Source: an optimization exercise on an open RTL-to-GDS flow (aim: small area, a short achievable clock period and few clock cycles). Production flows keep margins and buffers that such runs may drop.
Function was checked by simulation only, so behaviour that the tests miss may differ from the original.
Power figures rest on the tool's default switching activity, not on a simulated workload.

==> flow/design.v <==
`timescale 1ns / 1ps
module EditDistance(
output wire [31:0] addr_rom_0,
input  wire [1:0]  data_o_0,
output wire [31:0] addr_rom_1,
input  wire [1:0]  data_o_1,
input  wire clk,
input  wire rst,
output reg         result_en,
output wire [31:0] result_addr,
output wire [31:0] result
);
localparam P    = 16;         
localparam N    = 1640;       
localparam W    = N - P + 1;  
localparam NB   = 2;          
localparam CW   = P / NB;     
reg        ph;
reg [10:0] cnt;
reg        done;
reg [10:0] raddr;
localparam [10:0] FIRST = 11'd19 + NB;
localparam [10:0] LAST  = W - 1;
always @(posedge clk) begin
    if (rst) begin
        ph    <= 1'b0;
        cnt   <= 11'd0;
        done  <= 1'b0;
        result_en <= 1'b0;
        raddr <= 11'd0;
    end else begin
        if (!ph && cnt[3:0] == 4'd15) begin
            ph  <= 1'b1;
            cnt <= 11'd0;
        end else begin
            cnt <= cnt + 11'd1;
        end
        if (ph && (cnt & FIRST) == FIRST && !done)
            result_en <= 1'b1;
        if (result_en) begin
            raddr <= raddr + 11'd1;
            if ((raddr & LAST) == LAST) begin
                result_en <= 1'b0;
                done <= 1'b1;
            end
        end
    end
end
wire ld = !ph || cnt[10:1] == 10'd0;
assign addr_rom_0  = {21'd0, cnt};
assign addr_rom_1  = {28'd0, cnt[3:0]};
assign result_addr = {21'd0, raddr};
reg [1:0] pat [0:P-1];
always @(posedge clk) begin : pat_shift
    integer j;
    if (ld) begin
        pat[P-1] <= data_o_1;
        for (j = 0; j < P-1; j = j + 1) pat[j] <= pat[j+1];
    end
end
wire [1:0] tsel [0:NB-1];
assign tsel[0] = data_o_0;
genvar g;
for (g = 1; g < NB; g = g + 1) begin : tdel
    reg [1:0] q;
    if (g == 1) begin : d1
        always @(posedge clk) q <= data_o_0;
    end else begin : dn
        always @(posedge clk) q <= tdel[g-1].q;
    end
    assign tsel[g] = q;
end
reg [P-1:0] m;
wire [P-1:0] mn = ~m;
always @(posedge clk) begin : match
    integer j;
    for (j = 0; j < P; j = j + 1) m[j] <= (tsel[j / CW] == pat[j]);
end
wire [P-1:0] vr [0:P];
genvar r, k, c;
for (k = 0; k < P; k = k + 1) begin : top
    assign vr[0][k] = (k % 2 == 1);           
end
for (r = 1; r <= P; r = r + 1) begin : row
    reg [P-1:0] vq;
    wire [NB:0] aout;              
    reg  [NB:0] aq;
    always @(posedge clk) aq <= aout;
    assign aout[0] = 1'b0;
    for (k = 0; k < NB; k = k + 1) begin : blk
        wire [CW:0] a;                 
        assign a[0] = (k == 0) ? ((r % 2) == 1) : aq[k];
        for (c = 0; c < CW; c = c + 1) begin : cl
            localparam J = k*CW + c;
            wire mm = m[J];
            wire v  = vr[r-1][J];
            if (r == 1 || J == 0) begin : edge_cell
                if ((r + J) % 2 == 0) begin : ev
                    assign a[c+1] = ~((mm | a[c]) & v);
                    always @(posedge clk) vq[J] <= ~((~mm & v) | a[c]);
                end else begin : od
                    assign a[c+1] = ~((a[c] & ~mm) | v);
                    always @(posedge clk) vq[J] <= ~((mm | v) & a[c]);
                end
            end else begin : inner
                wire vo;
                if ((r + J) % 2 == 0) begin : ev
                    EdCellE u (.a(a[c]), .v(v), .m(mm), .mn(mn[J]), .ao(a[c+1]), .vo(vo));
                end else begin : od
                    EdCellO u (.a(a[c]), .v(v), .m(mm), .mn(mn[J]), .ao(a[c+1]), .vo(vo));
                end
                always @(posedge clk) vq[J] <= vo;
            end
        end
        assign aout[k+1] = a[CW];
    end
    assign vr[r] = vq;
end
wire [P-1:0] nbr16;
for (k = 0; k < P; k = k + 1) begin : fix
    assign nbr16[k] = (k % 2 == 0) ? ~vr[P][k] : vr[P][k];
end
localparam HALF = 8;
localparam G    = P / HALF;
function [3:0] popg;
input [7:0] v;
reg [7:0] s;
reg x;
begin
    s = v;
    x = s[0] & s[1]; s[1] = s[0] | s[1]; s[0] = x;
    x = s[2] & s[3]; s[3] = s[2] | s[3]; s[2] = x;
    x = s[0] & s[2]; s[2] = s[0] | s[2]; s[0] = x;
    x = s[1] & s[3]; s[3] = s[1] | s[3]; s[1] = x;
    x = s[1] & s[2]; s[2] = s[1] | s[2]; s[1] = x;
    x = s[4] & s[5]; s[5] = s[4] | s[5]; s[4] = x;
    x = s[6] & s[7]; s[7] = s[6] | s[7]; s[6] = x;
    x = s[4] & s[6]; s[6] = s[4] | s[6]; s[4] = x;
    x = s[5] & s[7]; s[7] = s[5] | s[7]; s[5] = x;
    x = s[5] & s[6]; s[6] = s[5] | s[6]; s[5] = x;
    x = s[0] & s[4]; s[4] = s[0] | s[4]; s[0] = x;
    x = s[2] & s[6]; s[6] = s[2] | s[6]; s[2] = x;
    x = s[2] & s[4]; s[4] = s[2] | s[4]; s[2] = x;
    x = s[1] & s[5]; s[5] = s[1] | s[5]; s[1] = x;
    x = s[3] & s[7]; s[7] = s[3] | s[7]; s[3] = x;
    x = s[3] & s[5]; s[5] = s[3] | s[5]; s[3] = x;
    x = s[1] & s[2]; s[2] = s[1] | s[2]; s[1] = x;
    x = s[3] & s[4]; s[4] = s[3] | s[4]; s[3] = x;
    x = s[5] & s[6]; s[6] = s[5] | s[6]; s[5] = x;
    popg[0] = (s[7] & ~s[6]) | (s[5] & ~s[4]) | (s[3] & ~s[2]) | (s[1] & ~s[0]);
    popg[1] = (s[6] & ~s[5]) | (s[5] & ~s[4]) | (s[2] & ~s[1]) | (s[1] & ~s[0]);
    popg[2] = (s[4] & ~s[3]) | (s[3] & ~s[2]) | (s[2] & ~s[1]) | (s[1] & ~s[0]);
    popg[3] = (s[0]);
end
endfunction
wire [4-1:0] pal [0:G-1];
for (k = 0; k < G; k = k + 1) begin : grp
    localparam DL = NB - 1 - (k * HALF) / CW;    
    reg [4-1:0] pc [0:DL];
    always @(posedge clk) pc[0] <= popg(nbr16[k*HALF +: HALF]);
    for (c = 1; c <= DL; c = c + 1) begin : dly
        always @(posedge clk) pc[c] <= pc[c-1];
    end
    assign pal[k] = pc[DL];
end
reg [4:0] zeros;
always @(posedge clk) begin : tot
    integer j;
    reg [4:0] z;
    z = 5'd0;
    for (j = 0; j < G; j = j + 1) z = z + pal[j];
    zeros <= z;
end
assign result = {26'd0, zeros, 1'b0};
endmodule
module EdCellE(input wire a, input wire v, input wire m, input wire mn,
               output wire ao, output wire vo);
    assign ao = ~((m | a) & v);
    assign vo = ~((mn & v) | a);
endmodule
module EdCellO(input wire a, input wire v, input wire m, input wire mn,
               output wire ao, output wire vo);
    assign ao = ~((mn & a) | v);
    assign vo = ~((m | v) & a);
endmodule
==> flow/flow/run.sh <==
#!/bin/bash
set -euo pipefail
bash standard.sh \
  "CTS_ARGS=-sink_clustering_enable -repair_clock_nets -sink_clustering_size 30 -sink_clustering_max_diameter 100 -buf_list sky130_fd_sc_hd__clkbuf_16 -dont_use_dummy_load" \
  SKIP_REPAIR_TIE_FANOUT=1 \
  finish > flow.log 2>&1
==> flow/standard.sh <==
#!/bin/bash
# synth_recipe.tcl (not shown) runs the flow's synth.tcl, then flattens the netlist and writes it again
# the make line also repeats each setting of config.mk as NAME=value (left out here)
make -C /OpenROAD-flow-scripts/flow DESIGN_CONFIG=/design/flow/config.mk WORK_HOME=/design/flow/orfs CLKGATE_MAP_FILE= SYNTH_SCRIPT=/design/flow/synth_recipe.tcl "${@:-finish}"
==> flow/config.mk <==
export PLATFORM = sky130hd
export DESIGN_NAME = EditDistance
export DESIGN_NICKNAME = EditDistance
export VERILOG_FILES = /design/flow/design.v
export SDC_FILE = /design/flow/constraint.sdc
export NUM_CORES = 4
export LEC_CHECK = 0
export ABC_AREA = 1
export CAP_MARGIN = 20
export CORE_MARGIN = 2
export CORE_UTILIZATION = 70
export PLACE_DENSITY = 0.8
export SETUP_SLACK_MARGIN = 2.85
export SLEW_MARGIN = 20
export SYNTH_HIERARCHICAL = 1
==> flow/constraint.sdc <==
create_clock -name core_clock -period 5.0 [get_ports {clk}]
set_input_delay 1.0000 -clock core_clock [delete_from_list [all_inputs] [get_ports {clk}]]
set_output_delay 1.0000 -clock core_clock [all_outputs]
set_load 0.01 [all_outputs]
==> results.py, run 1 <==
metrics = {
    "status": {
        "status": "timing/DRC/antenna clean",
    },
    "synth": {
        "synthCells": 1305,
        "synth_area_per_cell_um2": 9.60,
        "yosysWarnings": 10,
        "syn-cell-area_mm2": 0.0125,
        "syn_nets": 1322,
    },
    "timing": {
        "whs_ns": 0.343,
        "finalWorstSetupSlack_ns": 2.89,
        "report.final.slew_viol_count": 0,
        "clock.fmax_ghz": 0.474,
        "fin_setup_tns_ns": 0,
        "min_period_over_period": 0.422,
        "setup_violations": 0,
        "worstMarginPinSlew_ns": 0.806,
        "final_hold_viol_count": 0,
        "max_slew_margin": 0.462,
        "grt_setup_unrepaired": "yes",
        "layout_min_cycle_time_ns": 2.11,
        "fin_skew_ns": 0.0625,
    },
    "setup_path": {
        "cp_top_family": "flip-flops",
        "critPathLaunchType": "flop",
        "path_cells": "dlygate4sd2_1",
        "cp.required_ns": 4.00,
        "path_class": "reg2out",
        "slowest_delay_ns": 0.34,
        "cp-end-kind": "primary output",
        "cp_slowest_cell": "dfxtp_2",
        "cp_max_fo": 3,
        "crit_buf_inv": 1,
        "worstPathArrival_ns": 1.11,
    },
    "clock_network": {
        "cts_hold_buf": 0,
        "clock_path_buffers": 3,
        "clk_pin_slew_ns": 0.11,
        "cts_buffers": 16,
        "tritoncts": "done",
        "clock_sinks": 364,
        "worstSkewPairLatency_ns": 0.50,
        "cts-root-buf": "clkbuf_16",
        "cts_max_level": 1,
    },
    "routing": {
        "drcViolationCount": 0,
        "vias_per_cell": 5.63,
        "firstDrtPassIters": 5,
        "vias": 8532,
        "routed_wl_um": 20800,
        "ant_nets": 0,
        "drt_iter0_markers": 451,
        "detail_route.wl_per_cell_um": 13.8,
    },
    "global_route": {
        "grtUsageMet2": 0.406,
        "use_met1": 0.254,
        "grt_max_degree": 98,
        "met3_usage": 0.0265,
        "grt_pass1_wl_um": 33800,
        "top_usage_layer": "met2",
        "antenna_found_initial": 0,
        "track_usage": 0.214,
        "grt_pass1_vias": 7916,
        "grt-ovfl-total": 0,
    },
    "cells_and_area": {
        "final_cell_mix": "304 x dfxtp_1, 218 x o21ai_1, 213 x a21oi_1",
        "num_antenna_cells": 0,
        "utilization": 0.758,
        "nets": 1309,
        "final_common_cell": "dfxtp_1",
        "layout-drive-gt1-share": 0.103,
        "area_growth_pct": 5.46,
    },
    "power_and_ir_drop": {
        "power_w": 0.00730,
        "p_per_area_mw_per_mm2": 553,
        "vdd_drop_max_mv": 0.420,
        "p_leak_nw": 5.29,
    },
    "placement": {
        "dp_hpwl_um": 13800,
        "post-place-ws_ns": 2.50,
        "gp_congestion": 0.738,
        "portBuffers": 37,
    },
    "job": {
        "maxCapViolations": 0,
    },
    "floorplanning": {
        "die_area_mm2": 0.0190,
        "rows": 48,
        "ios": 135,
        "initial_core_util": 0.719,
        "coreArea_mm2": 0.0174,
        "die_w_um": 138,
        "die_h_um": 138,
    },
    "min_path": {
        "hold_class": "reg2reg",
    },
}
[metal layers]
metal / wire (um) / vias to the layer above
li1: - / 4329
met4: 384 / 0
met1: 9180 / 4014
met5: 0 / -
met3: 781 / 31
met2: 10500 / 158
[stage by stage]
stage          instances  area (um^2)
2_1_floorplan       1305        12500
6_report            1515        13200
3_5_place_dp        1463        12400
5_1_grt             1515        13200
3_3_place_gp        1463        12400
4_1_cts             1491        13000
[sequential cells by signal (all words and copies together), names as in the netlist, 2 cells and up]
signal / flops
cnt: 11
grp.pc: 12
m: 16
pat: 32
raddr: 11
row.aq: 16
row.vq: 256
tdel.q: 2
zeros: 5
[power by group]
part           internal [W]  leakage, nW  total, W  switching, W
Sequential          0.00382         3.11   0.00427      0.000454
Combinational      0.000678         1.98   0.00164      0.000962
Clock              0.000579        0.197   0.00139      0.000812
[path summary, 6_finish.rpt]
| kind | from | end | slack (ns) | cells after the start |
|---|---|---|---|---|
| worst max-delay path | cnt[10] | addr_rom_0[10] | 2.89 | 1 |
| worst min register to register | grp[0].pc[0][3] | grp[0].pc[1][3] | 0.34 | 0 |
| worst max register to register | m[8] | row[5].vq[15] | 2.99 | 11 |
| worst min-delay path | grp[0].pc[0][3] | grp[0].pc[1][3] | 0.34 | 0 |
[worst reg2reg max path: cells and delay by family, from the launching register on]
family,cells,cell delay (ns)
AOI/OAI and AO/OA,8,1.10
buffers and inverters,3,0.44
DFF,1,0.37
[cell type report]
type | count | area (um^2)
inverter | 80 | 319
tap | 225 | 282
timing repair inverter | 1 | 5.00
multi-input combinational | 751 | 3890
sequential | 364 | 7680
fill | 1220 | 4210
timing repair buffer | 78 | 633
clock buffer | 16 | 400
[what timing repair did]
| item | in CTS | in global routing |
|---|---|---|
| endpoints found under the setup margin | 108 | 86 |
| pin swaps | 0 | 2 |
| gates cloned | 1 | 0 |
| buffers inserted | 11 | 24 |
| resized for setup | 99 | 47 |
Testbench counts, summed over its fixed seeds: cycles 53,248.
==> run 2, diff against run 1 <==
--- a/flow/config.mk
+++ b/flow/config.mk
@@ -11,5 +11,5 @@
 export CORE_UTILIZATION = 70
 export PLACE_DENSITY = 0.8
-export SETUP_SLACK_MARGIN = 2.85
+export SETUP_SLACK_MARGIN = 2.95
 export SLEW_MARGIN = 20
 export SYNTH_HIERARCHICAL = 1
==> run 2 against run 1 <==
Net effect:
- area after synthesis unchanged
- synthesized cell count did not move
- power grew 0.62%
- highest routed layer unchanged
==> results.py, run 2 <==
metrics = {
    "synth": {
        "synthCells": 1305,
        "synth_area_per_cell_um2": 9.60,
        "syn-cell-area_mm2": 0.0125,
        "yosysWarnings": 10,
        "syn_nets": 1322,
    },
    "clock_network": {
        "cts_hold_buf": 0,
        "cts-root-buf": "clkbuf_16",
        "clock_path_buffers": 3,
        "tritoncts": "done",
        "clk_pin_slew_ns": 0.11,
        "clock_sinks": 364,
        "cts_buffers": 16,
        "cts_max_level": 1,
        "worstSkewPairLatency_ns": 0.50,
    },
    "power_and_ir_drop": {
        "combPwrFrac": 0.228,
        "swShare": 0.306,
        "clock_power_share": 0.189,
        "switching_power_w": 0.00225,
        "p_leak_nw": 5.39,
        "power.internal_w": 0.00510,
        "p_per_area_mw_per_mm2": 552,
        "power_w": 0.00735,
        "seqPwrFrac": 0.582,
        "vdd_drop_max_mv": 0.422,
    },
    "setup_path": {
        "r2r-start": "m[10]",
        "regToRegEndpoint": "row[5].vq[15]",
        "critPathLaunchType": "flop",
        "ff2ff_setup_slack_ns": 3.00,
        "worstPathArrival_ns": 1.01,
        "cp_max_fo": 4,
        "cp_top_family": "flip-flops",
        "cp_slowest_cell": "dfxtp_2",
        "path_class": "reg2out",
        "cp.required_ns": 4.00,
        "cp-end-kind": "primary output",
        "crit_cells": 1,
        "crit_start": "raddr[6]",
        "slowest_delay_ns": 0.38,
        "r2r_cells": 9,
        "path_cells": "buf_2",
        "crit_buf_inv": 1,
    },
    "cells_and_area": {
        "final_cell_mix": "299 x dfxtp_1, 216 x o21ai_1, 208 x a21oi_1",
        "utilization": 0.763,
        "nets": 1323,
        "final_common_cell": "dfxtp_1",
        "largest_register_ffs": 256,
        "area_growth_pct": 6.15,
        "regMostFlops": "row.vq",
        "fin_area_mm2": 0.0133,
        "reg_top3": "row.vq x256, pat x32",
        "layout-drive-gt1-share": 0.137,
        "nFillCells": 1197,
        "num_antenna_cells": 0,
        "final_cells": 1529,
    },
    "floorplanning": {
        "coreArea_mm2": 0.0174,
        "rows": 48,
        "die_h_um": 138,
        "initial_core_util": 0.719,
        "die_area_mm2": 0.0190,
        "ios": 135,
        "die_w_um": 138,
    },
    "routing": {
        "vias": 8535,
        "routed_wl_um": 21000,
        "drcViolationCount": 0,
        "detail_route.wl_per_cell_um": 13.7,
        "drt_iter0_markers": 455,
        "ant_nets": 0,
        "firstDrtPassIters": 4,
        "vias_per_cell": 5.58,
    },
    "timing": {
        "max_slew_margin": 0.586,
        "clock.fmax_ghz": 0.498,
        "fin_setup_tns_ns": 0,
        "report.final.slew_viol_count": 0,
        "setup_violations": 0,
        "layout_min_cycle_time_ns": 2.01,
        "final_hold_viol_count": 0,
        "grt_setup_unrepaired": "yes",
        "worstMarginPinSlew_ns": 0.621,
        "fin_skew_ns": 0.0639,
        "min_period_over_period": 0.401,
    },
    "global_route": {
        "grt_pass1_wl_um": 34400,
        "grt_pass1_vias": 8032,
        "track_usage": 0.218,
        "grt-ovfl-total": 0,
        "grt_max_degree": 98,
        "antenna_found_initial": 0,
    },
    "min_path": {
        "hold_class": "reg2reg",
        "hold_end": "grp[0].pc[1][3]",
        "min_path_cells": 0,
        "min_from": "grp[0].pc[0][3]",
    },
    "placement": {
        "place_area_mm2": 0.0124,
        "portBuffers": 37,
        "dp_hpwl_um": 13800,
        "gp_congestion": 0.738,
        "dp_cells": 1463,
    },
    "job": {
        "maxCapViolations": 0,
    },
    "status": {
        "status": "timing/DRC/antenna clean",
    },
}
-- run 2: power by group through the flow --
| stage | combinational [W] | clock (W) | sequential [W] |
|---|---|---|---|
| final | 0.00168 | 0.00139 | 0.00428 |
| after global routing | 0.00193 | 0.00150 | 0.00438 |
| after CTS | 0.00160 | 0.00143 | 0.00426 |
| after detailed placement | 0.00158 | 0 | 0.00433 |
| after global placement | 0.00149 | 0 | 0.00426 |
| after floorplan | 0.00130 | 0 | 0.00423 |
-- run 2: repair_timing --
action,CTS,global route
gates resized for setup,175,42
pin swaps,0,6
gates cloned,1,0
buffers inserted,33,16
setup endpoints to repair,120,98
-- run 2: per-stage QoR --
step                      setup slack, ns  hold WS [ns]
after floorplan                      3.02         0.310
after global placement               2.52         0.315
after detailed placement             2.50         0.313
after CTS                            2.84         0.344
after global routing                 2.86         0.346
final                                2.99         0.341
-- run 2: worst max-delay path by stage --
stage	to	slack, ns
floorplan	row[11].vq[15]	3.02
global placement	cnt[7]	2.52
detailed placement	row[3].aq[1]	2.50
CTS	result_en	2.84
global route	row[5].vq[15]	2.86
finish	result_addr[6]	2.99
-- run 2: layout make-up --
type,instances,area (um^2),area share
multi-input combinational,751,3940,0.296
sequential,364,7690,0.578
inverter,80,330,0.0248
clock buffer,16,400,0.0301
timing repair inverter,1,5.00,0.000376
tap,225,282,0.0212
timing repair buffer,92,654,0.0492
-- run 2: layer usage --
layer	track usage	vias up	wire length, um
li1	-	4360	-
met2	0.411	147	10500
met5	0	-	0
met3	0.0261	33	750
met4	0.0601	0	401
met1	0.261	3995	9300
-- run 2: worst register-to-register path, cell delays in order, from the launching register on --
cell,delay (ns)
dfxtp_1,0.33
buf_4,0.24
clkinvlp_4,0.33
buf_4,0.24
a21oi_2,0.16
o21ai_2,0.09
a21oi_2,0.19
o21ai_2,0.09
a21oi_1,0.16
a21oi_1,0.05
==> run 3, diff against run 2 <==
--- a/flow/config.mk
+++ b/flow/config.mk
@@ -11,5 +11,5 @@
 export CORE_UTILIZATION = 70
 export PLACE_DENSITY = 0.8
-export SETUP_SLACK_MARGIN = 2.95
+export SETUP_SLACK_MARGIN = 3.0
 export SLEW_MARGIN = 20
 export SYNTH_HIERARCHICAL = 1
==> run 3 against run 2 <==
Net effect:
- sequential share of layout area shrank 1.2 points
- non-clock buffer count grew 14
- die area is the same
- still clean on timing, DRC and antenna
- setup slack is essentially flat
- first-iteration DRC count grew 14%
==> results.py, run 3 <==
metrics = {
    "timing": {
        "worstMarginPinSlew_ns": 0.625,
        "grt_setup_unrepaired": "yes",
        "clock.fmax_ghz": 0.498,
        "report.final.slew_viol_count": 0,
        "setup_violations": 0,
        "fin_skew_ns": 0.0646,
        "layout_min_cycle_time_ns": 2.01,
        "fin_setup_tns_ns": 0,
        "final_hold_viol_count": 0,
        "min_period_over_period": 0.401,
        "whs_ns": 0.341,
        "max_slew_margin": 0.580,
    },
    "routing": {
        "ant_nets": 0,
        "routed-wl-met3_um": 843,
        "firstDrtPassIters": 5,
        "vias": 8716,
        "drt_iter0_markers": 517,
        "route.met2.wl_um": 11100,
        "wl_met1_um": 9660,
        "detail_route.wl_per_cell_um": 14.3,
        "routed_wl_um": 22000,
        "drcViolationCount": 0,
        "topRoutingLayerUsed": "met4",
        "vias_per_cell": 5.64,
    },
    "setup_path": {
        "path_cells": "buf_6",
        "crit_buf_inv": 1,
        "cp_max_fo": 5,
        "cp.required_ns": 4.00,
        "critPathLaunchType": "flop",
        "cp_top_family": "flip-flops",
        "cp_slowest_cell": "dfxtp_4",
        "path_class": "reg2out",
        "cp-end-kind": "primary output",
        "worstPathArrival_ns": 1.01,
        "slowest_delay_ns": 0.40,
    },
    "clock_network": {
        "cts_buffers": 16,
        "worstSkewPairLatency_ns": 0.50,
        "clk_pin_slew_ns": 0.10,
        "tritoncts": "done",
        "cts_hold_buf": 0,
        "cts-root-buf": "clkbuf_16",
        "cts_max_level": 1,
        "clock_sinks": 364,
        "clock_path_buffers": 3,
    },
    "cells_and_area": {
        "multi_input_area_mm2": 0.00398,
        "reg_top3": "row.vq x256, pat x32",
        "final_common_cell": "dfxtp_1",
        "num_antenna_cells": 0,
        "area_growth_pct": 8.44,
        "seqCellArea_mm2": 0.00769,
        "nets": 1339,
        "final_cell_mix": "301 x dfxtp_1, 212 x o21ai_1, 201 x a21oi_1",
        "largest_register_ffs": 256,
        "final_cells": 1545,
        "regMostFlops": "row.vq",
        "layout-drive-gt1-share": 0.155,
        "nFillCells": 1116,
    },
    "power_and_ir_drop": {
        "p_leak_nw": 5.49,
        "p_per_area_mw_per_mm2": 546,
        "power_w": 0.00742,
        "vdd_drop_max_mv": 0.423,
    },
    "floorplanning": {
        "die_w_um": 138,
        "initial_core_util": 0.719,
        "rows": 48,
        "die_h_um": 138,
        "ios": 135,
        "die_area_mm2": 0.0190,
        "coreArea_mm2": 0.0174,
    },
    "global_route": {
        "grt_max_degree": 98,
        "grt_pass1_vias": 8017,
        "antenna_found_initial": 0,
        "grt_pass1_wl_um": 34500,
        "grt-ovfl-total": 0,
        "track_usage": 0.219,
    },
    "placement": {
        "portBuffers": 37,
        "gp_congestion": 0.738,
        "dp_hpwl_um": 13800,
        "dp_cells": 1463,
    },
    "min_path": {
        "hold_class": "reg2reg",
    },
    "synth": {
        "yosysWarnings": 10,
        "synthCells": 1305,
        "syn_nets": 1322,
        "synth_area_per_cell_um2": 9.60,
        "syn-cell-area_mm2": 0.0125,
    },
    "job": {
        "maxCapViolations": 0,
    },
    "status": {
        "status": "timing/DRC/antenna clean",
    },
}
## run 3: worst register-to-register path: stages (launching register included)
cell and delay, ns:
dfxtp_1 0.34, buf_6 0.12, clkinvlp_4 0.11, buf_12 0.16, a21oi_2 0.17, o21ai_1 0.12, a21oi_2 0.16, o21ai_1 0.12
a21oi_1 0.19, o21ai_1 0.13, a21oi_1 0.17, a21oi_1 0.06
## run 3: where the power goes
part,internal [W],total [W],switching (W)
Combinational,0.000733,0.00174,0.00100
Clock,0.000579,0.00140,0.000816
Sequential,0.00382,0.00428,0.000467
Total,0.00513,0.00742,0.00229
## run 3: layout make-up
type	count	area share
sequential	364	0.566
timing repair inverter	2	0.000737
tap	225	0.0207
clock buffer	16	0.0295
multi-input combinational	752	0.293
inverter	80	0.0243
timing repair buffer	106	0.0657
## run 3: routing by layer
metal / up-vias / track usage
li1: 4402 / -
met1: 4126 / 0.267
met2: 157 / 0.412
met3: 31 / 0.0265
met4: 0 / 0.0556
met5: - / 0
## run 3: path summary, 6_finish.rpt
path                                        end  cells after the start  slack [ns]       startpoint
worst max register to register   row[11].vq[15]                     11        3.05             m[8]
worst min-delay path            grp[0].pc[1][3]                      0        0.34  grp[0].pc[0][3]
worst max-delay path              addr_rom_0[2]                      1        2.99           cnt[2]
worst min register to register  grp[0].pc[1][3]                      0        0.34  grp[0].pc[0][3]
## run 3: metrics by stage
stage / setup slack [ns] / area [um^2] / util
after floorplan: 3.02 / 12500 / -
after global placement: 2.52 / 12400 / 0.713
after detailed placement: 2.50 / 12400 / 0.713
after CTS: 2.94 / 13200 / 0.755
after global routing: 2.91 / 13600 / 0.780
final: 2.99 / 13600 / 0.780
## run 3: timing repair
item,in CTS,in global routing
buffers inserted,39,24
setup endpoints to repair,125,123
pin swaps,2,18
cloned,1,2
resized for setup,194,53
==> run 4, diff against run 3 <==
--- a/flow/config.mk
+++ b/flow/config.mk
@@ -11,5 +11,5 @@
 export CORE_UTILIZATION = 70
 export PLACE_DENSITY = 0.8
-export SETUP_SLACK_MARGIN = 3.0
+export SETUP_SLACK_MARGIN = 3.12
 export SLEW_MARGIN = 20
 export SYNTH_HIERARCHICAL = 1
==> run 4 against run 3 <==
Net effect:
- area after synthesis is the same
- sequential cell count is the same
- cell area grew 1.3%
==> results.py, run 4 <==
metrics = {
    "timing": {
        "layout_min_cycle_time_ns": 1.99,
        "report.final.slew_viol_count": 0,
        "min_period_over_period": 0.397,
        "worstMarginPinSlew_ns": 0.681,
        "fin_skew_ns": 0.0545,
        "clock.fmax_ghz": 0.504,
        "grt_setup_unrepaired": "yes",
        "whs_ns": 0.337,
        "fin_setup_tns_ns": 0,
        "max_slew_margin": 0.545,
        "final_hold_viol_count": 0,
        "setup_violations": 0,
    },
    "cells_and_area": {
        "layout-drive-gt1-share": 0.190,
        "final_common_cell": "dfxtp_1",
        "num_antenna_cells": 0,
        "area_growth_pct": 9.83,
        "nets": 1335,
        "regMostFlops": "row.vq",
        "final_cell_mix": "300 x dfxtp_1, 193 x o21ai_1, 179 x a21oi_1",
        "nFillCells": 1105,
        "utilization": 0.790,
        "fin_area_mm2": 0.0138,
        "largest_register_ffs": 256,
        "reg_top3": "row.vq x256, pat x32",
    },
    "global_route": {
        "grt_max_degree": 98,
        "grtUsageMet2": 0.395,
        "antenna_found_initial": 0,
        "met3_usage": 0.0247,
        "grt_pass1_vias": 7850,
        "grt-ovfl-total": 0,
        "track_usage": 0.213,
        "top_usage_layer": "met2",
        "use_met1": 0.266,
        "grt_pass1_wl_um": 33700,
    },
    "placement": {
        "gp_congestion": 0.753,
        "dp_hpwl_um": 13400,
        "portBuffers": 37,
        "place_area_mm2": 0.0124,
    },
    "clock_network": {
        "cts_max_level": 1,
        "tritoncts": "done",
        "clock_sinks": 364,
        "cts-root-buf": "clkbuf_16",
        "clock_path_buffers": 3,
        "cts_buffers": 16,
        "cts_hold_buf": 0,
        "worstSkewPairLatency_ns": 0.50,
        "clk_pin_slew_ns": 0.11,
    },
    "setup_path": {
        "cp_top_family": "flip-flops",
        "cp_max_fo": 3,
        "crit_buf_inv": 1,
        "cp.required_ns": 4.00,
        "path_class": "reg2out",
        "cp_slowest_cell": "dfxtp_4",
        "slowest_delay_ns": 0.38,
        "cp-end-kind": "primary output",
        "critPathLaunchType": "flop",
        "worstPathArrival_ns": 0.99,
        "path_cells": "buf_6",
    },
    "routing": {
        "vias_per_cell": 5.63,
        "drcViolationCount": 0,
        "ant_nets": 0,
        "vias": 8676,
        "drt_iter0_markers": 424,
        "detail_route.wl_per_cell_um": 14.2,
        "firstDrtPassIters": 4,
        "routed_wl_um": 21900,
    },
    "floorplanning": {
        "coreArea_mm2": 0.0174,
        "die_h_um": 138,
        "die_w_um": 138,
        "initial_core_util": 0.719,
        "die_area_mm2": 0.0190,
        "ios": 135,
        "rows": 48,
    },
    "status": {
        "status": "timing/DRC/antenna clean",
    },
    "power_and_ir_drop": {
        "vdd_drop_max_mv": 0.404,
        "p_leak_nw": 5.49,
        "p_per_area_mw_per_mm2": 542,
    },
    "synth": {
        "synthCells": 1305,
        "syn-cell-area_mm2": 0.0125,
        "syn_nets": 1322,
        "synth_area_per_cell_um2": 9.60,
        "yosysWarnings": 10,
    },
    "min_path": {
        "hold_class": "reg2reg",
    },
    "job": {
        "maxCapViolations": 0,
    },
}
run 4: final timing paths:
check / start / endpoint / slack (ns) / cells after the start
setup / recovery: cnt[2] / addr_rom_1[2] / 3.01 / 1
hold / removal: grp[0].pc[0][0] / grp[0].pc[1][0] / 0.34 / 0
setup reg to reg: cnt[1] / pat[8][1] / 3.09 / 4
hold reg to reg: grp[0].pc[0][0] / grp[0].pc[1][0] / 0.34 / 0
run 4: power by group:
part	total, W	internal (W)	switching (W)
clock	0.00138	0.000579	0.000803
combinational	0.00177	0.000756	0.00102
sequential	0.00431	0.00382	0.000487
total	0.00746	0.00515	0.00231
run 4: area by class of cell:
class | instances | area [um^2] | share of cell area
multi-input cells | 752 | 4150 | 0.302
clock buffers | 16 | 400 | 0.0291
well taps | 225 | 282 | 0.0205
inverters | 80 | 329 | 0.0239
flip-flops and latches | 364 | 7680 | 0.559
repair buffers | 103 | 903 | 0.0657
repair inverters | 1 | 5.00 | 0.000364
run 4: metal layers:
layer	part of all wire	vias up
li1	-	4387
met1	0.45	4106
met2	0.50	148
met3	0.037	35
met4	0.017	0
met5	0	-
run 4: repair_timing:
item / CTS / global route
setup endpoints to repair: 156 / 96
pin swaps: 0 / 21
resized for setup: 206 / 95
cloned: 0 / 2
buffers inserted: 41 / 20
hold endpoints to repair: 0 / 0
run 4: metrics by stage:
stage	setup slack, ns	total power, W	std cells
5_1_grt	2.98	0.00795	1541
2_1_floorplan	3.12	0.00553	1305
3_3_place_gp	2.54	0.00575	1462
3_5_place_dp	2.50	0.00589	1462
6_report	3.01	0.00746	1541
4_1_cts	3.01	0.00727	1519
==> run 5, diff against run 4 <==
--- a/flow/config.mk
+++ b/flow/config.mk
@@ -11,5 +11,5 @@
 export CORE_UTILIZATION = 70
 export PLACE_DENSITY = 0.8
-export SETUP_SLACK_MARGIN = 3.12
+export SETUP_SLACK_MARGIN = 3.2
 export SLEW_MARGIN = 20
 export SYNTH_HIERARCHICAL = 1
==> run 5 against run 4 <==
Net effect:
- worst hold slack gained 0.0040 ns
- largest cell class unchanged
- largest power group unchanged
- fmax decreased by 0.86%
- setup slack worse by 0.017 ns
- power grew 2.9%
==> results.py, run 5 <==
metrics = {
    "setup_path": {
        "cp-end-kind": "primary output",
        "cp_slowest_cell": "dfxtp_4",
        "slowest_delay_ns": 0.37,
        "r2r-start": "m[8]",
        "critPathLaunchType": "flop",
        "cp.required_ns": 4.00,
        "cp_max_fo": 3,
        "crit_buf_inv": 1,
        "worstPathArrival_ns": 1.00,
        "path_class": "reg2out",
        "crit_start": "cnt[0]",
        "cp_top_family": "flip-flops",
        "path_cells": "buf_2",
    },
    "clock_network": {
        "cts_max_level": 1,
        "clk_pin_slew_ns": 0.11,
        "tritoncts": "done",
        "worstSkewPairLatency_ns": 0.50,
        "clock_sinks": 364,
        "clock_path_buffers": 3,
        "cts-root-buf": "clkbuf_16",
        "cts_hold_buf": 0,
        "cts_buffers": 16,
    },
    "power_and_ir_drop": {
        "vdd_drop_max_mv": 0.320,
        "p_leak_nw": 5.63,
        "p_per_area_mw_per_mm2": 542,
    },
    "timing": {
        "finalWorstSetupSlack_ns": 3.00,
        "report.final.slew_viol_count": 0,
        "fin_skew_ns": 0.0560,
        "max_slew_margin": 0.549,
        "fin_setup_tns_ns": 0,
        "worstMarginPinSlew_ns": 0.676,
        "min_period_over_period": 0.401,
        "layout_min_cycle_time_ns": 2.00,
        "final_hold_viol_count": 0,
        "grt_setup_unrepaired": "yes",
        "setup_violations": 0,
        "clock.fmax_ghz": 0.499,
    },
    "synth": {
        "yosysWarnings": 10,
        "synthCells": 1305,
        "syn_nets": 1322,
        "synth_area_per_cell_um2": 9.60,
        "syn-cell-area_mm2": 0.0125,
    },
    "routing": {
        "routed_wl_um": 24500,
        "drcViolationCount": 0,
        "vias_per_cell": 5.79,
        "ant_nets": 0,
        "drt_iter0_markers": 606,
        "detail_route.wl_per_cell_um": 15.8,
        "vias": 9005,
        "firstDrtPassIters": 7,
    },
    "status": {
        "status": "timing/DRC/antenna clean",
    },
    "placement": {
        "post-place-ws_ns": 2.60,
        "portBuffers": 37,
        "gp_congestion": 0.757,
        "dp_hpwl_um": 13600,
    },
    "global_route": {
        "grt-ovfl-total": 0,
        "grt_pass1_wl_um": 35800,
        "grt_max_degree": 98,
        "track_usage": 0.232,
        "grt_pass1_vias": 8148,
        "antenna_found_initial": 0,
    },
    "cells_and_area": {
        "num_antenna_cells": 0,
        "regMostFlops": "row.vq",
        "final_common_cell": "dfxtp_1",
        "area_growth_pct": 13.1,
        "final_cell_mix": "297 x dfxtp_1, 175 x o21ai_1, 164 x a21oi_1",
        "layout-drive-gt1-share": 0.228,
        "nFillCells": 1035,
        "largest_register_ffs": 256,
        "nets": 1349,
        "reg_top3": "row.vq x256, pat x32",
    },
    "floorplanning": {
        "coreArea_mm2": 0.0174,
        "initial_core_util": 0.719,
        "die_w_um": 138,
        "die_h_um": 138,
        "die_area_mm2": 0.0190,
        "ios": 135,
        "rows": 48,
    },
    "job": {
        "maxCapViolations": 0,
    },
    "min_path": {
        "min_from": "grp[0].pc[0][2]",
        "hold_class": "reg2reg",
    },
}
run 5: where the power goes:
| part | switching [W] | total, W | internal, W | leakage, nW |
|---|---|---|---|---|
| Clock | 0.000814 | 0.00139 | 0.000579 | 0.197 |
| Sequential | 0.000529 | 0.00435 | 0.00382 | 3.12 |
| Combinational | 0.00109 | 0.00194 | 0.000845 | 2.32 |
run 5: cell type report:
class | instances | area, um^2 | share of cell area
sequential | 364 | 7700 | 0.543
multi-input combinational | 752 | 4340 | 0.307
timing repair buffer | 118 | 1100 | 0.0779
clock buffer | 16 | 400 | 0.0283
inverter | 80 | 344 | 0.0243
tap | 225 | 282 | 0.0199
run 5: per-layer routing:
layer | GRT usage | wire [um]
met1 | 0.283 | 10400
met2 | 0.434 | 12500
met3 | 0.0291 | 1070
met4 | 0.0607 | 499
met5 | 0 | 0
run 5: metrics by stage:
stage / instances / power [W] / area [um^2] / hold WS [ns] / util
after floorplan: 1305 / 0.00553 / 12500 / 0.310 / -
after global placement: 1462 / 0.00575 / 12400 / 0.314 / 0.713
after detailed placement: 1462 / 0.00589 / 12400 / 0.314 / 0.713
after CTS: 1532 / 0.00733 / 13400 / 0.338 / 0.769
after global routing: 1555 / 0.00814 / 14200 / 0.345 / 0.814
final: 1555 / 0.00768 / 14200 / 0.341 / 0.814
run 5: repair_timing:
item,CTS,global route
setup buffers,53,23
endpoints found under the setup margin,174,97
pin swaps,9,46
resized for setup,216,146
gates cloned,1,0
run 5: path summary, 6_finish.rpt:
kind	to	slack, ns	cells past startpoint
worst min register to register	grp[0].pc[1][2]	0.34	0
worst max-delay path	addr_rom_1[0]	3.00	1
worst min-delay path	grp[0].pc[1][2]	0.34	0
worst max register to register	row[9].vq[15]	3.16	10
==> run 6, diff against run 5 <==
--- a/flow/config.mk
+++ b/flow/config.mk
@@ -14,2 +14,3 @@
 export SLEW_MARGIN = 20
 export SYNTH_HIERARCHICAL = 1
+export TNS_END_PERCENT = 5
==> run 6 against run 5 <==
Net effect:
- still clean
- wire length fell by 15%
- setup slack improved by 0.025 ns
- non-clock buffer count fell by 14
- largest power group unchanged
- highest routed layer unchanged
==> results.py, run 6 <==
metrics = {
    "cells_and_area": {
        "nFillCells": 1171,
        "reg_top3": "row.vq x256, pat x32",
        "layout-drive-gt1-share": 0.156,
        "multi_input_area_mm2": 0.00399,
        "seqCellArea_mm2": 0.00768,
        "regMostFlops": "row.vq",
        "final_cell_mix": "302 x dfxtp_1, 213 x o21ai_1, 199 x a21oi_1",
        "utilization": 0.774,
        "num_antenna_cells": 0,
        "nets": 1335,
        "final_common_cell": "dfxtp_1",
        "area_growth_pct": 7.65,
        "largest_register_ffs": 256,
    },
    "floorplanning": {
        "ios": 135,
        "die_w_um": 138,
        "die_h_um": 138,
        "coreArea_mm2": 0.0174,
        "rows": 48,
        "initial_core_util": 0.719,
        "die_area_mm2": 0.0190,
    },
    "power_and_ir_drop": {
        "p_per_area_mw_per_mm2": 545,
        "vdd_drop_max_mv": 0.445,
        "p_leak_nw": 5.45,
    },
    "routing": {
        "drt_iter0_markers": 376,
        "routed_wl_um": 20700,
        "vias_per_cell": 5.54,
        "ant_nets": 0,
        "detail_route.wl_per_cell_um": 13.4,
        "vias": 8537,
        "firstDrtPassIters": 5,
        "drcViolationCount": 0,
    },
    "setup_path": {
        "critPathLaunchType": "flop",
        "crit_start": "cnt[2]",
        "slowest_delay_ns": 0.38,
        "worstPathArrival_ns": 0.98,
        "r2r-start": "m[8]",
        "cp.required_ns": 4.00,
        "cp-end-kind": "primary output",
        "r2r_cells": 10,
        "cp_top_family": "flip-flops",
        "critPathCapture": "addr_rom_1[2]",
        "path_class": "reg2out",
        "crit_cells": 1,
        "regToRegEndpoint": "row[6].vq[15]",
        "crit_buf_inv": 1,
        "cp_slowest_cell": "dfxtp_4",
        "ff2ff_setup_slack_ns": 3.13,
        "path_cells": "buf_6",
        "cp_max_fo": 3,
    },
    "timing": {
        "final_hold_viol_count": 0,
        "grt_setup_unrepaired": "yes",
        "worstMarginPinSlew_ns": 0.620,
        "setup_violations": 0,
        "report.final.slew_viol_count": 0,
        "min_period_over_period": 0.396,
        "clock.fmax_ghz": 0.506,
        "fin_skew_ns": 0.0538,
        "max_slew_margin": 0.586,
        "layout_min_cycle_time_ns": 1.98,
        "fin_setup_tns_ns": 0,
    },
    "placement": {
        "dp_hpwl_um": 13400,
        "portBuffers": 37,
        "gp_congestion": 0.753,
    },
    "global_route": {
        "top_usage_layer": "met2",
        "grt_pass1_wl_um": 33100,
        "grtUsageMet2": 0.385,
        "grt_pass1_vias": 7797,
        "grt_max_degree": 98,
        "met3_usage": 0.0250,
        "track_usage": 0.208,
        "use_met1": 0.258,
        "grt-ovfl-total": 0,
        "antenna_found_initial": 0,
    },
    "clock_network": {
        "cts-root-buf": "clkbuf_16",
        "clk_pin_slew_ns": 0.11,
        "tritoncts": "done",
        "clock_sinks": 364,
        "cts_hold_buf": 0,
        "cts_buffers": 16,
        "clock_path_buffers": 3,
        "cts_max_level": 1,
        "worstSkewPairLatency_ns": 0.49,
    },
    "synth": {
        "synthCells": 1305,
        "syn_nets": 1322,
        "syn-cell-area_mm2": 0.0125,
        "synth_area_per_cell_um2": 9.60,
        "yosysWarnings": 10,
    },
    "status": {
        "status": "timing/DRC/antenna clean",
    },
    "min_path": {
        "hold_class": "reg2reg",
    },
    "job": {
        "maxCapViolations": 0,
    },
}
run 6: report_power, final:
part	internal, W	switching [W]
Clock	0.000579	0.000795
Sequential	0.00382	0.000455
Combinational	0.000712	0.000984
Total	0.00511	0.00223
run 6: per-layer routing:
layer / vias up / part of all wire
li1: 4383 / -
met1: 4015 / 0.46
met2: 112 / 0.50
met3: 27 / 0.035
met4: 0 / 0.013
met5: - / 0
run 6: area by class of cell:
type,count,area share
timing repair buffer,104,0.0580
inverter,80,0.0251
tap,225,0.0209
multi-input combinational,751,0.296
timing repair inverter,1,0.000557
clock buffer,16,0.0297
sequential,364,0.570
run 6: worst min-delay path by stage:
stage | from | end | slack, ns | cells after the start
6_report | grp[0].pc[0][0] | grp[0].pc[1][0] | 0.34 | 0
5_1_grt | grp[0].pc[0][0] | grp[0].pc[1][0] | 0.35 | 0
4_1_cts | grp[0].pc[0][0] | grp[0].pc[1][0] | 0.34 | 0
3_5_place_dp | grp[0].pc[0][0] | grp[0].pc[1][0] | 0.31 | 0
3_3_place_gp | grp[0].pc[0][0] | grp[0].pc[1][0] | 0.31 | 0
2_1_floorplan | grp[0].pc[0][0] | grp[0].pc[1][0] | 0.31 | 0
run 6: what timing repair did:
item | in CTS | in global routing
setup endpoints to repair | 212 | 156
cloned | 0 | 1
buffers inserted | 39 | 23
resized for setup | 188 | 56
pin swaps | 9 | 3
run 6: stage by stage:
| step | hold slack [ns] | total power [W] | worst slack [ns] | instances | cell area [um^2] |
|---|---|---|---|---|---|
| 4_1_cts | 0.339 | 0.00727 | 3.00 | 1517 | 13100 |
| 3_3_place_gp | 0.313 | 0.00575 | 2.54 | 1462 | 12400 |
| 5_1_grt | 0.349 | 0.00784 | 2.97 | 1541 | 13500 |
| 6_report | 0.337 | 0.00734 | 3.02 | 1541 | 13500 |
| 2_1_floorplan | 0.310 | 0.00553 | 3.12 | 1305 | 12500 |
| 3_5_place_dp | 0.315 | 0.00589 | 2.50 | 1462 | 12400 |
==> run 7, diff against run 6 <==
--- a/flow/config.mk
+++ b/flow/config.mk
@@ -11,5 +11,5 @@
 export CORE_UTILIZATION = 70
 export PLACE_DENSITY = 0.8
-export SETUP_SLACK_MARGIN = 3.2
+export SETUP_SLACK_MARGIN = 3.1
 export SLEW_MARGIN = 20
 export SYNTH_HIERARCHICAL = 1
==> run 7 against run 6 <==
Net effect:
- still clean on timing, DRC and antenna
- register-to-register slack got worse by 0.06 ns
- first-iteration DRC count rose by 18%
- utilization fell by 1.2 points
- combinational power fell by 3%
- worst hold slack improved by 0.0022 ns
- area after synthesis did not move
- synthesized cell count did not move
- critical path type unchanged
- largest cell class unchanged
==> results.py, run 7 <==
metrics = {
    "setup_path": {
        "cp_slowest_cell": "dfxtp_4",
        "slowest_delay_ns": 0.37,
        "cp_max_fo": 3,
        "crit_cells": 1,
        "worstPathArrival_ns": 0.99,
        "cp.required_ns": 4.00,
        "cp-end-kind": "primary output",
        "critPathLaunchType": "flop",
        "path_cells": "buf_2",
        "cp_top_family": "flip-flops",
        "r2r_cells": 10,
        "path_class": "reg2out",
        "crit_buf_inv": 1,
    },
    "floorplanning": {
        "coreArea_mm2": 0.0174,
        "initial_core_util": 0.719,
        "die_w_um": 138,
        "rows": 48,
        "die_h_um": 138,
        "die_area_mm2": 0.0190,
        "ios": 135,
    },
    "cells_and_area": {
        "final_common_cell": "dfxtp_1",
        "final_cell_mix": "303 x dfxtp_1, 218 x a21oi_1, 214 x o21ai_1",
        "layout-drive-gt1-share": 0.130,
        "final_cells": 1528,
        "utilization": 0.762,
        "largest_register_ffs": 256,
        "regMostFlops": "row.vq",
        "nets": 1322,
        "area_growth_pct": 5.98,
        "reg_top3": "row.vq x256, pat x32",
        "num_antenna_cells": 0,
    },
    "clock_network": {
        "cts_max_level": 1,
        "cts_buffers": 16,
        "tritoncts": "done",
        "worstSkewPairLatency_ns": 0.49,
        "clock_sinks": 364,
        "clock_path_buffers": 3,
        "cts-root-buf": "clkbuf_16",
        "clk_pin_slew_ns": 0.11,
        "cts_hold_buf": 0,
    },
    "synth": {
        "syn_nets": 1322,
        "syn-cell-area_mm2": 0.0125,
        "synth_area_per_cell_um2": 9.60,
        "yosysWarnings": 10,
        "synthCells": 1305,
    },
    "timing": {
        "max_slew_margin": 0.575,
        "report.final.slew_viol_count": 0,
        "fin_skew_ns": 0.0596,
        "fin_setup_tns_ns": 0,
        "worstMarginPinSlew_ns": 0.637,
        "min_period_over_period": 0.398,
        "clock.fmax_ghz": 0.503,
        "final_hold_viol_count": 0,
        "grt_setup_unrepaired": "yes",
        "layout_min_cycle_time_ns": 1.99,
        "whs_ns": 0.339,
        "setup_violations": 0,
    },
    "routing": {
        "detail_route.wl_per_cell_um": 13.6,
        "drt_iter0_markers": 442,
        "vias_per_cell": 5.57,
        "vias": 8508,
        "ant_nets": 0,
        "drcViolationCount": 0,
        "routed_wl_um": 20800,
        "firstDrtPassIters": 5,
    },
    "global_route": {
        "track_usage": 0.212,
        "grt-ovfl-total": 0,
        "antenna_found_initial": 0,
        "grt_pass1_wl_um": 33600,
        "grt_max_degree": 98,
        "grt_pass1_vias": 7912,
    },
    "placement": {
        "portBuffers": 37,
        "dp_hpwl_um": 13500,
        "gp_congestion": 0.735,
        "dp_cells": 1464,
    },
    "power_and_ir_drop": {
        "p_leak_nw": 5.38,
        "power_w": 0.00729,
        "p_per_area_mw_per_mm2": 549,
        "vdd_drop_max_mv": 0.395,
    },
    "min_path": {
        "min_path_cells": 0,
        "hold_class": "reg2reg",
    },
    "job": {
        "maxCapViolations": 0,
    },
    "status": {
        "status": "timing/DRC/antenna clean",
    },
}
[run 7: per-stage QoR]
| stage | worst slack [ns] | cell area (um^2) |
|---|---|---|
| 2_1_floorplan | 3.09 | 12500 |
| 3_3_place_gp | 2.53 | 12400 |
| 3_5_place_dp | 2.48 | 12400 |
| 4_1_cts | 3.00 | 13000 |
| 5_1_grt | 2.91 | 13300 |
| 6_report | 3.01 | 13300 |
[run 7: cell type report]
class,instances,area [um^2]
repair buffers,91,661
flip-flops and latches,364,7680
well taps,225,282
multi-input cells,752,3920
clock buffers,16,400
inverters,80,332
fillers,1207,4140
[run 7: per-layer routing]
layer,global-route usage,vias up,wire length [um]
li1,-,4358,-
met1,0.262,4006,9220
met2,0.402,128,10500
met3,0.0254,16,859
met4,0.0351,0,170
met5,0,-,0
[run 7: what timing repair did]
item / CTS / global route
endpoints found under the setup margin: 150 / 144
endpoints found under the hold margin: 0 / 0
buffers inserted: 33 / 14
gates resized for setup: 182 / 29
pin swaps: 0 / 3
gates cloned: 0 / 1
[run 7: where the power goes]
group / switching, W / internal, W / leakage (nW)
sequential: 0.000439 / 0.00382 / 3.11
clock: 0.000804 / 0.000579 / 0.197
combinational: 0.000968 / 0.000686 / 2.07
[run 7: worst paths after layout]
kind                                       from               to  slack, ns
worst max-delay path                     cnt[0]    addr_rom_0[0]       3.01
worst min-delay path            grp[0].pc[0][3]  grp[0].pc[1][3]       0.34
worst max register to register             m[8]    row[3].vq[15]       3.07
worst min register to register  grp[0].pc[0][3]  grp[0].pc[1][3]       0.34
==> run 8, diff against run 7 <==
--- a/flow/config.mk
+++ b/flow/config.mk
@@ -14,3 +14,3 @@
 export SLEW_MARGIN = 20
 export SYNTH_HIERARCHICAL = 1
-export TNS_END_PERCENT = 5
+export TNS_END_PERCENT = 2
==> run 8 against run 7 <==
Net effect:
- power is 0.50% lower
- sequential power hardly changed
- worst hold slack hardly changed
- count of clock-buffer cells in the layout stayed put
- largest cell class unchanged
- sequential share of layout area is 0.45 points higher
- sequential cell count stayed put
- fmax is 0.24% higher
- still clean on timing, DRC and antenna
- cell area is 0.79% lower
==> results.py, run 8 <==
metrics = {
    "status": {
        "status": "timing/DRC/antenna clean",
    },
    "cells_and_area": {
        "largest_register_ffs": 256,
        "final_cell_mix": "304 x dfxtp_1, 217 x a21oi_1, 213 x o21ai_1",
        "reg_top3": "row.vq x256, pat x32",
        "num_antenna_cells": 0,
        "area_growth_pct": 5.14,
        "layout-drive-gt1-share": 0.123,
        "regMostFlops": "row.vq",
        "final_common_cell": "dfxtp_1",
        "nets": 1313,
    },
    "floorplanning": {
        "coreArea_mm2": 0.0174,
        "die_h_um": 138,
        "die_w_um": 138,
        "initial_core_util": 0.719,
        "ios": 135,
        "rows": 48,
        "die_area_mm2": 0.0190,
    },
    "timing": {
        "setup_violations": 0,
        "fin_skew_ns": 0.0629,
        "grt_setup_unrepaired": "yes",
        "max_slew_margin": 0.585,
        "report.final.slew_viol_count": 0,
        "min_period_over_period": 0.397,
        "fin_setup_tns_ns": 0,
        "clock.fmax_ghz": 0.504,
        "layout_min_cycle_time_ns": 1.98,
        "final_hold_viol_count": 0,
        "worstMarginPinSlew_ns": 0.622,
    },
    "global_route": {
        "grt-ovfl-total": 0,
        "grt_pass1_wl_um": 33500,
        "track_usage": 0.211,
        "antenna_found_initial": 0,
        "grt_pass1_vias": 7888,
        "grt_max_degree": 98,
    },
    "setup_path": {
        "worstPathArrival_ns": 0.98,
        "path_cells": "buf_2",
        "cp-end-kind": "primary output",
        "cp_max_fo": 3,
        "cp.required_ns": 4.00,
        "cp_slowest_cell": "dfxtp_4",
        "crit_buf_inv": 1,
        "slowest_delay_ns": 0.37,
        "path_class": "reg2out",
        "cp_top_family": "flip-flops",
        "critPathLaunchType": "flop",
    },
    "synth": {
        "syn_nets": 1322,
        "synthCells": 1305,
        "yosysWarnings": 10,
        "syn-cell-area_mm2": 0.0125,
        "synth_area_per_cell_um2": 9.60,
    },
    "power_and_ir_drop": {
        "seqPwrFrac": 0.586,
        "vdd_drop_max_mv": 0.356,
        "power.internal_w": 0.00506,
        "clock_power_share": 0.190,
        "combPwrFrac": 0.224,
        "p_per_area_mw_per_mm2": 551,
        "p_leak_nw": 5.34,
        "power_w": 0.00726,
        "switching_power_w": 0.00219,
        "swShare": 0.302,
    },
    "routing": {
        "routed_wl_um": 20100,
        "drcViolationCount": 0,
        "ant_nets": 0,
        "drt_iter0_markers": 471,
        "detail_route.wl_per_cell_um": 13.3,
        "vias_per_cell": 5.56,
        "vias": 8450,
        "firstDrtPassIters": 5,
    },
    "min_path": {
        "hold_class": "reg2reg",
    },
    "clock_network": {
        "cts_buffers": 16,
        "worstSkewPairLatency_ns": 0.49,
        "cts_hold_buf": 0,
        "clock_path_buffers": 3,
        "clk_pin_slew_ns": 0.11,
        "cts-root-buf": "clkbuf_16",
        "tritoncts": "done",
        "clock_sinks": 364,
        "cts_max_level": 1,
    },
    "placement": {
        "gp_congestion": 0.735,
        "portBuffers": 37,
        "dp_hpwl_um": 13500,
    },
    "job": {
        "maxCapViolations": 0,
    },
}
-- run 8: worst paths after layout --
check,slack (ns),startpoint,cells after the start,to
max,3.02,cnt[0],1,addr_rom_1[0]
min,0.34,grp[0].pc[0][3],0,grp[0].pc[1][3]
max reg2reg,3.04,m[8],10,row[3].vq[15]
min reg2reg,0.34,grp[0].pc[0][3],0,grp[0].pc[1][3]
-- run 8: area by class of cell --
type	count	area, um^2
inverter	80	325
clock buffer	16	400
tap	225	282
timing repair buffer	83	582
sequential	364	7680
fill	1221	4250
multi-input combinational	751	3900
-- run 8: timing repair --
item	in CTS	in global routing
buffers inserted	29	10
setup endpoints to repair	150	150
pin swaps	0	3
gates resized for setup	177	28
-- run 8: power by group through the flow --
| stage | Sequential [W] | Combinational, W | Clock (W) |
|---|---|---|---|
| 2_1_floorplan | 0.00423 | 0.00130 | 0 |
| 3_3_place_gp | 0.00426 | 0.00150 | 0 |
| 3_5_place_dp | 0.00431 | 0.00158 | 0 |
| 4_1_cts | 0.00424 | 0.00159 | 0.00142 |
| 5_1_grt | 0.00436 | 0.00189 | 0.00151 |
| 6_report | 0.00425 | 0.00162 | 0.00138 |
-- run 8: per-layer routing --
metal  track usage  share of wire
met1         0.261           0.45
met2         0.400           0.50
met3        0.0254          0.036
met4        0.0351         0.0095
met5             0              0
-- run 8: stage by stage --
stage / hold slack [ns] / std cells / util / worst slack, ns / instance area (um^2)
3_5_place_dp: 0.314 / 1464 / 0.714 / 2.48 / 12400
6_report: 0.339 / 1519 / 0.756 / 3.02 / 13200
2_1_floorplan: 0.310 / 1305 / - / 3.09 / 12500
3_3_place_gp: 0.315 / 1464 / 0.714 / 2.53 / 12400
4_1_cts: 0.343 / 1509 / 0.746 / 3.00 / 13000
5_1_grt: 0.345 / 1519 / 0.756 / 2.87 / 13200
==> run 9, diff against run 8 <==
--- a/flow/config.mk
+++ b/flow/config.mk
@@ -11,6 +11,5 @@
 export CORE_UTILIZATION = 70
 export PLACE_DENSITY = 0.8
-export SETUP_SLACK_MARGIN = 3.1
+export SETUP_SLACK_MARGIN = 3.05
 export SLEW_MARGIN = 20
 export SYNTH_HIERARCHICAL = 1
-export TNS_END_PERCENT = 2
==> run 9 against run 8 <==
Net effect:
- still clean
- register-to-register slack better by 0.06 ns
- power is 1.1% higher
- cell count is 0.92% higher
- global-route usage is 0.11 points higher
- critical path depth stayed put
- sequential cell count stayed put
- sequential power hardly changed
- die area stayed put
- via count is 1.3% higher
- non-clock buffer count is 14 higher
- area after synthesis stayed put
- count of clock-buffer cells in the layout stayed put
- critical endpoint is now addr_rom_0[0]
- largest power group unchanged
==> results.py, run 9 <==
metrics = {
    "status": {
        "status": "timing/DRC/antenna clean",
    },
    "routing": {
        "ant_nets": 0,
        "detail_route.wl_per_cell_um": 13.5,
        "vias_per_cell": 5.59,
        "firstDrtPassIters": 5,
        "vias": 8564,
        "drt_iter0_markers": 484,
        "drcViolationCount": 0,
        "routed_wl_um": 20800,
    },
    "timing": {
        "worstMarginPinSlew_ns": 0.645,
        "final_hold_viol_count": 0,
        "fin_setup_tns_ns": 0,
        "finalWorstSetupSlack_ns": 3.02,
        "report.final.slew_viol_count": 0,
        "setup_violations": 0,
        "min_period_over_period": 0.395,
        "layout_min_cycle_time_ns": 1.98,
        "clock.fmax_ghz": 0.506,
        "max_slew_margin": 0.570,
        "grt_setup_unrepaired": "yes",
        "fin_skew_ns": 0.0600,
    },
    "cells_and_area": {
        "nets": 1327,
        "regMostFlops": "row.vq",
        "num_antenna_cells": 0,
        "area_growth_pct": 8.27,
        "final_cell_mix": "302 x dfxtp_1, 208 x o21ai_1, 198 x a21oi_1",
        "largest_register_ffs": 256,
        "utilization": 0.779,
        "layout-drive-gt1-share": 0.154,
        "final_common_cell": "dfxtp_1",
        "reg_top3": "row.vq x256, pat x32",
        "fin_area_mm2": 0.0136,
    },
    "global_route": {
        "grt-ovfl-total": 0,
        "track_usage": 0.212,
        "grt_pass1_wl_um": 33700,
        "grt_max_degree": 98,
        "grt_pass1_vias": 7920,
        "antenna_found_initial": 0,
    },
    "setup_path": {
        "r2r-start": "m[8]",
        "cp.required_ns": 4.00,
        "regToRegEndpoint": "row[9].vq[15]",
        "slowest_delay_ns": 0.37,
        "cp_top_family": "flip-flops",
        "r2r_cells": 10,
        "worstPathArrival_ns": 0.98,
        "cp_max_fo": 3,
        "critPathLaunchType": "flop",
        "ff2ff_setup_slack_ns": 3.10,
        "path_class": "reg2out",
        "crit_buf_inv": 1,
        "cp-end-kind": "primary output",
        "cp_slowest_cell": "dfxtp_4",
        "path_cells": "buf_6",
    },
    "floorplanning": {
        "coreArea_mm2": 0.0174,
        "initial_core_util": 0.719,
        "rows": 48,
        "ios": 135,
        "die_area_mm2": 0.0190,
        "die_h_um": 138,
        "die_w_um": 138,
    },
    "placement": {
        "gp_congestion": 0.735,
        "place_area_mm2": 0.0124,
        "post-place-ws_ns": 2.48,
        "dp_hpwl_um": 13500,
        "portBuffers": 37,
    },
    "min_path": {
        "min_from": "grp[0].pc[0][2]",
        "min_path_cells": 0,
        "hold_class": "reg2reg",
        "hold_end": "grp[0].pc[1][2]",
    },
    "synth": {
        "syn-cell-area_mm2": 0.0125,
        "synth_area_per_cell_um2": 9.60,
        "syn_nets": 1322,
        "yosysWarnings": 10,
        "synthCells": 1305,
    },
    "power_and_ir_drop": {
        "combPwrFrac": 0.230,
        "vdd_drop_max_mv": 0.399,
        "power.internal_w": 0.00510,
        "swShare": 0.305,
        "clock_power_share": 0.188,
        "switching_power_w": 0.00223,
        "seqPwrFrac": 0.582,
        "p_leak_nw": 5.45,
        "p_per_area_mw_per_mm2": 541,
    },
    "clock_network": {
        "clk_pin_slew_ns": 0.11,
        "cts_hold_buf": 0,
        "worstSkewPairLatency_ns": 0.49,
        "clock_path_buffers": 3,
        "clock_sinks": 364,
        "cts_buffers": 16,
        "tritoncts": "done",
        "cts-root-buf": "clkbuf_16",
        "cts_max_level": 1,
    },
    "job": {
        "maxCapViolations": 0,
    },
}
## run 9: through the flow
stage / cells / hold WS [ns] / power, W
after floorplan: 1305 / 0.310 / 0.00553
after global placement: 1464 / 0.315 / 0.00576
after CTS: 1513 / 0.343 / 0.00726
after global routing: 1533 / 0.345 / 0.00784
final: 1533 / 0.340 / 0.00734
after detailed placement: 1464 / 0.314 / 0.00589
## run 9: area by class of cell
| cell class | count | area, um^2 |
|---|---|---|
| Clock buffer | 16 | 400 |
| Fill cell | 1147 | 3850 |
| Inverter | 80 | 333 |
| Multi-Input combinational cell | 751 | 3990 |
| Sequential cell | 364 | 7680 |
| Tap cell | 225 | 282 |
| Timing Repair Buffer | 97 | 868 |
## run 9: worst max-delay path by stage
stage,startpoint,depth (start not counted),to,slack (ns)
3_5_place_dp,rst,5,cnt[7],2.48
2_1_floorplan,rst,5,cnt[7],3.09
6_report,cnt[0],1,addr_rom_0[0],3.02
5_1_grt,m[8],10,row[4].vq[15],2.93
4_1_cts,cnt[6],1,addr_rom_0[6],3.00
3_3_place_gp,rst,5,cnt[7],2.53
## run 9: repair_timing
action | in CTS | in global routing
buffers inserted | 33 | 20
pin swaps | 0 | 5
cloned | 0 | 0
gates resized for setup | 205 | 58
setup endpoints to repair | 129 | 127
## run 9: power groups by stage
| stage | combinational, W | sequential, W | clock [W] |
|---|---|---|---|
| 2_1_floorplan | 0.00130 | 0.00423 | 0 |
| 3_3_place_gp | 0.00150 | 0.00426 | 0 |
| 3_5_place_dp | 0.00158 | 0.00431 | 0 |
| 4_1_cts | 0.00160 | 0.00424 | 0.00142 |
| 5_1_grt | 0.00196 | 0.00437 | 0.00151 |
| 6_report | 0.00169 | 0.00427 | 0.00138 |
## run 9: metal layers
metal  share of wire  vias to the layer above  wire (um)  global-route usage
li1                -                     4367          -                   -
met5               0                        -          0                   0
met4           0.010                        0        212              0.0397
met1            0.45                     4070       9320               0.263
met3           0.035                       18        734              0.0250
met2            0.51                      109      10500               0.400
==> run 10, diff against run 9 <==
--- a/flow/config.mk
+++ b/flow/config.mk
@@ -14,2 +14,3 @@
 export SLEW_MARGIN = 20
 export SYNTH_HIERARCHICAL = 1
+export TNS_END_PERCENT = 20
==> run 10 against run 9 <==
Net effect:
- cell count is 0.39% lower
- count of clock-buffer cells in the layout unchanged
- fmax shrank 2.9%
- power increased by 0.51%
- utilization down 0.52 points
- worst hold slack worse by 0.0011 ns
- clock skew about the same
- critical endpoint is now cnt[7]
==> results.py, run 10 <==
metrics = {
    "status": {
        "status": "timing/DRC/antenna clean",
    },
    "routing": {
        "drcViolationCount": 0,
        "vias_per_cell": 5.61,
        "ant_nets": 0,
        "detail_route.wl_per_cell_um": 13.7,
        "drt_iter0_markers": 477,
        "firstDrtPassIters": 5,
        "routed_wl_um": 20900,
        "vias": 8562,
    },
    "timing": {
        "fin_skew_ns": 0.0603,
        "clock.fmax_ghz": 0.491,
        "final_hold_viol_count": 0,
        "min_period_over_period": 0.407,
        "worstMarginPinSlew_ns": 0.641,
        "report.final.slew_viol_count": 0,
        "max_slew_margin": 0.572,
        "fin_setup_tns_ns": 0,
        "grt_setup_unrepaired": "yes",
        "setup_violations": 0,
        "layout_min_cycle_time_ns": 2.04,
    },
    "setup_path": {
        "path_class": "in2reg",
        "cp_max_fo": 10,
        "regToRegEndpoint": "row[9].vq[15]",
        "ff2ff_setup_slack_ns": 3.07,
        "r2r-start": "m[8]",
        "worstPathArrival_ns": 2.43,
        "cp-end-kind": "flop",
        "critPathLaunchType": "input pin",
        "r2r_cells": 10,
        "cp.required_ns": 5.39,
    },
    "clock_network": {
        "clk_pin_slew_ns": 0.10,
        "cts_buffers": 16,
        "clock_path_buffers": 3,
        "cts_hold_buf": 0,
        "worstSkewPairLatency_ns": 0.49,
        "tritoncts": "done",
        "clock_sinks": 364,
        "cts_max_level": 1,
        "cts-root-buf": "clkbuf_16",
    },
    "power_and_ir_drop": {
        "p_leak_nw": 5.40,
        "vdd_drop_max_mv": 0.397,
        "p_per_area_mw_per_mm2": 547,
    },
    "floorplanning": {
        "ios": 135,
        "rows": 48,
        "die_area_mm2": 0.0190,
        "initial_core_util": 0.719,
        "die_h_um": 138,
        "coreArea_mm2": 0.0174,
        "die_w_um": 138,
    },
    "global_route": {
        "antenna_found_initial": 0,
        "grt-ovfl-total": 0,
        "grt_pass1_vias": 7903,
        "track_usage": 0.211,
        "grt_max_degree": 98,
        "grt_pass1_wl_um": 33600,
    },
    "min_path": {
        "hold_end": "grp[0].pc[1][3]",
        "hold_class": "reg2reg",
        "min_path_cells": 0,
        "min_from": "grp[0].pc[0][3]",
    },
    "synth": {
        "syn_nets": 1322,
        "yosysWarnings": 10,
        "synthCells": 1305,
        "synth_area_per_cell_um2": 9.60,
        "syn-cell-area_mm2": 0.0125,
    },
    "cells_and_area": {
        "final_common_cell": "dfxtp_1",
        "num_antenna_cells": 0,
        "nets": 1321,
        "final_cells": 1527,
        "regMostFlops": "row.vq",
        "final_cell_mix": "304 x dfxtp_1, 209 x o21ai_1, 191 x a21oi_1",
        "reg_top3": "row.vq x256, pat x32",
        "largest_register_ffs": 256,
        "area_growth_pct": 7.54,
        "nFillCells": 1168,
        "layout-drive-gt1-share": 0.150,
    },
    "job": {
        "maxCapViolations": 0,
    },
    "placement": {
        "dp_cells": 1464,
        "dp_hpwl_um": 13500,
        "portBuffers": 37,
        "gp_congestion": 0.735,
    },
}
run 10: critical path, stage by stage:
cell and delay [ns]:
clkdlybuf4s50_1 0.65, clkinv_1 0.29, o21ai_2 0.27, a21oi_1 0.09
o21a_1 0.13
run 10: report_power, final:
part	switching (W)	total [W]	internal [W]
clock	0.000804	0.00138	0.000579
sequential	0.000461	0.00428	0.00382
combinational	0.000990	0.00171	0.000722
total	0.00226	0.00737	0.00512
run 10: per-layer routing:
metal | global-route usage | part of all wire | up-vias
met1 | 0.262 | 0.45 | 4080
met5 | 0 | 0 | -
met4 | 0.0334 | 0.0092 | 0
met2 | 0.401 | 0.50 | 114
li1 | - | - | 4352
met3 | 0.0254 | 0.037 | 16
run 10: how the worst max path moves through the flow:
stage,from,to,slack [ns],depth (start not counted)
floorplan,rst,cnt[7],3.09,5
global placement,rst,cnt[7],2.53,5
detailed placement,rst,cnt[7],2.48,5
CTS,m[8],row[11].vq[15],2.95,10
global route,rst,cnt[7],2.89,5
finish,rst,cnt[7],2.96,5
run 10: per-stage QoR:
step / worst slack [ns] / hold WS [ns] / utilization / total power (W) / area (um^2)
finish: 2.96 / 0.339 / 0.773 / 0.00737 / 13500
global route: 2.89 / 0.345 / 0.773 / 0.00787 / 13500
CTS: 2.95 / 0.343 / 0.753 / 0.00726 / 13100
detailed placement: 2.48 / 0.314 / 0.714 / 0.00589 / 12400
global placement: 2.53 / 0.315 / 0.714 / 0.00576 / 12400
floorplan: 3.09 / 0.310 / - / 0.00553 / 12500
run 10: area by class of cell:
class                           count  area (um^2)  area share
Timing Repair Buffer               91          761      0.0565
Inverter                           80          332      0.0246
Tap cell                          225          282      0.0209
Sequential cell                   364         7680       0.570
Clock buffer                       16          400      0.0297
Multi-Input combinational cell    751         4020       0.298
run 10: what timing repair did:
| action | 4_1_cts | 5_1_grt |
|---|---|---|
| gates resized for setup | 179 | 64 |
| setup buffers | 33 | 14 |
| setup endpoints to repair | 129 | 142 |
| pin swaps | 0 | 2 |
| gates cloned | 0 | 0 |

-- static timing again, ports no longer ideal --
The flow's constraints put no driver on any port. The routed layouts listed below were extracted and timed again, unchanged, in two steps. Step 1 assumes that a clkbuf_16 drives the clock port and a buf_2 every other input. Step 2 times the ports against the registers' clock, not the clock port: input delays grow and output delays shrink by t, the midpoint of the rising clock arrivals with the driver on. a / b / c = ideal / step 1 / step 2; a / b = the first two.
| run | t, ns | setup WS [ns] |
|---|---|---|
| run 1 | 0.509 | 2.889 / 2.845 / 2.499 |
| run 2 | 0.511 | 2.994 / 2.949 / 2.766 |
| run 3 | 0.512 | 2.993 / 2.949 / 2.775 |
| run 4 | 0.516 | 3.014 / 2.968 / 2.726 |
| run 5 | 0.512 | 2.997 / 2.952 / 2.791 |
| run 6 | 0.513 | 3.022 / 2.976 / 2.748 |
| run 7 | 0.500 | 3.011 / 2.968 / 2.674 |
| run 8 | 0.500 | 3.015 / 2.972 / 2.681 |
| run 9 | 0.499 | 3.023 / 2.981 / 2.788 |
| run 10 | 0.499 | 2.963 / 2.930 / 2.482 |
After both steps every run listed still meets setup and hold.
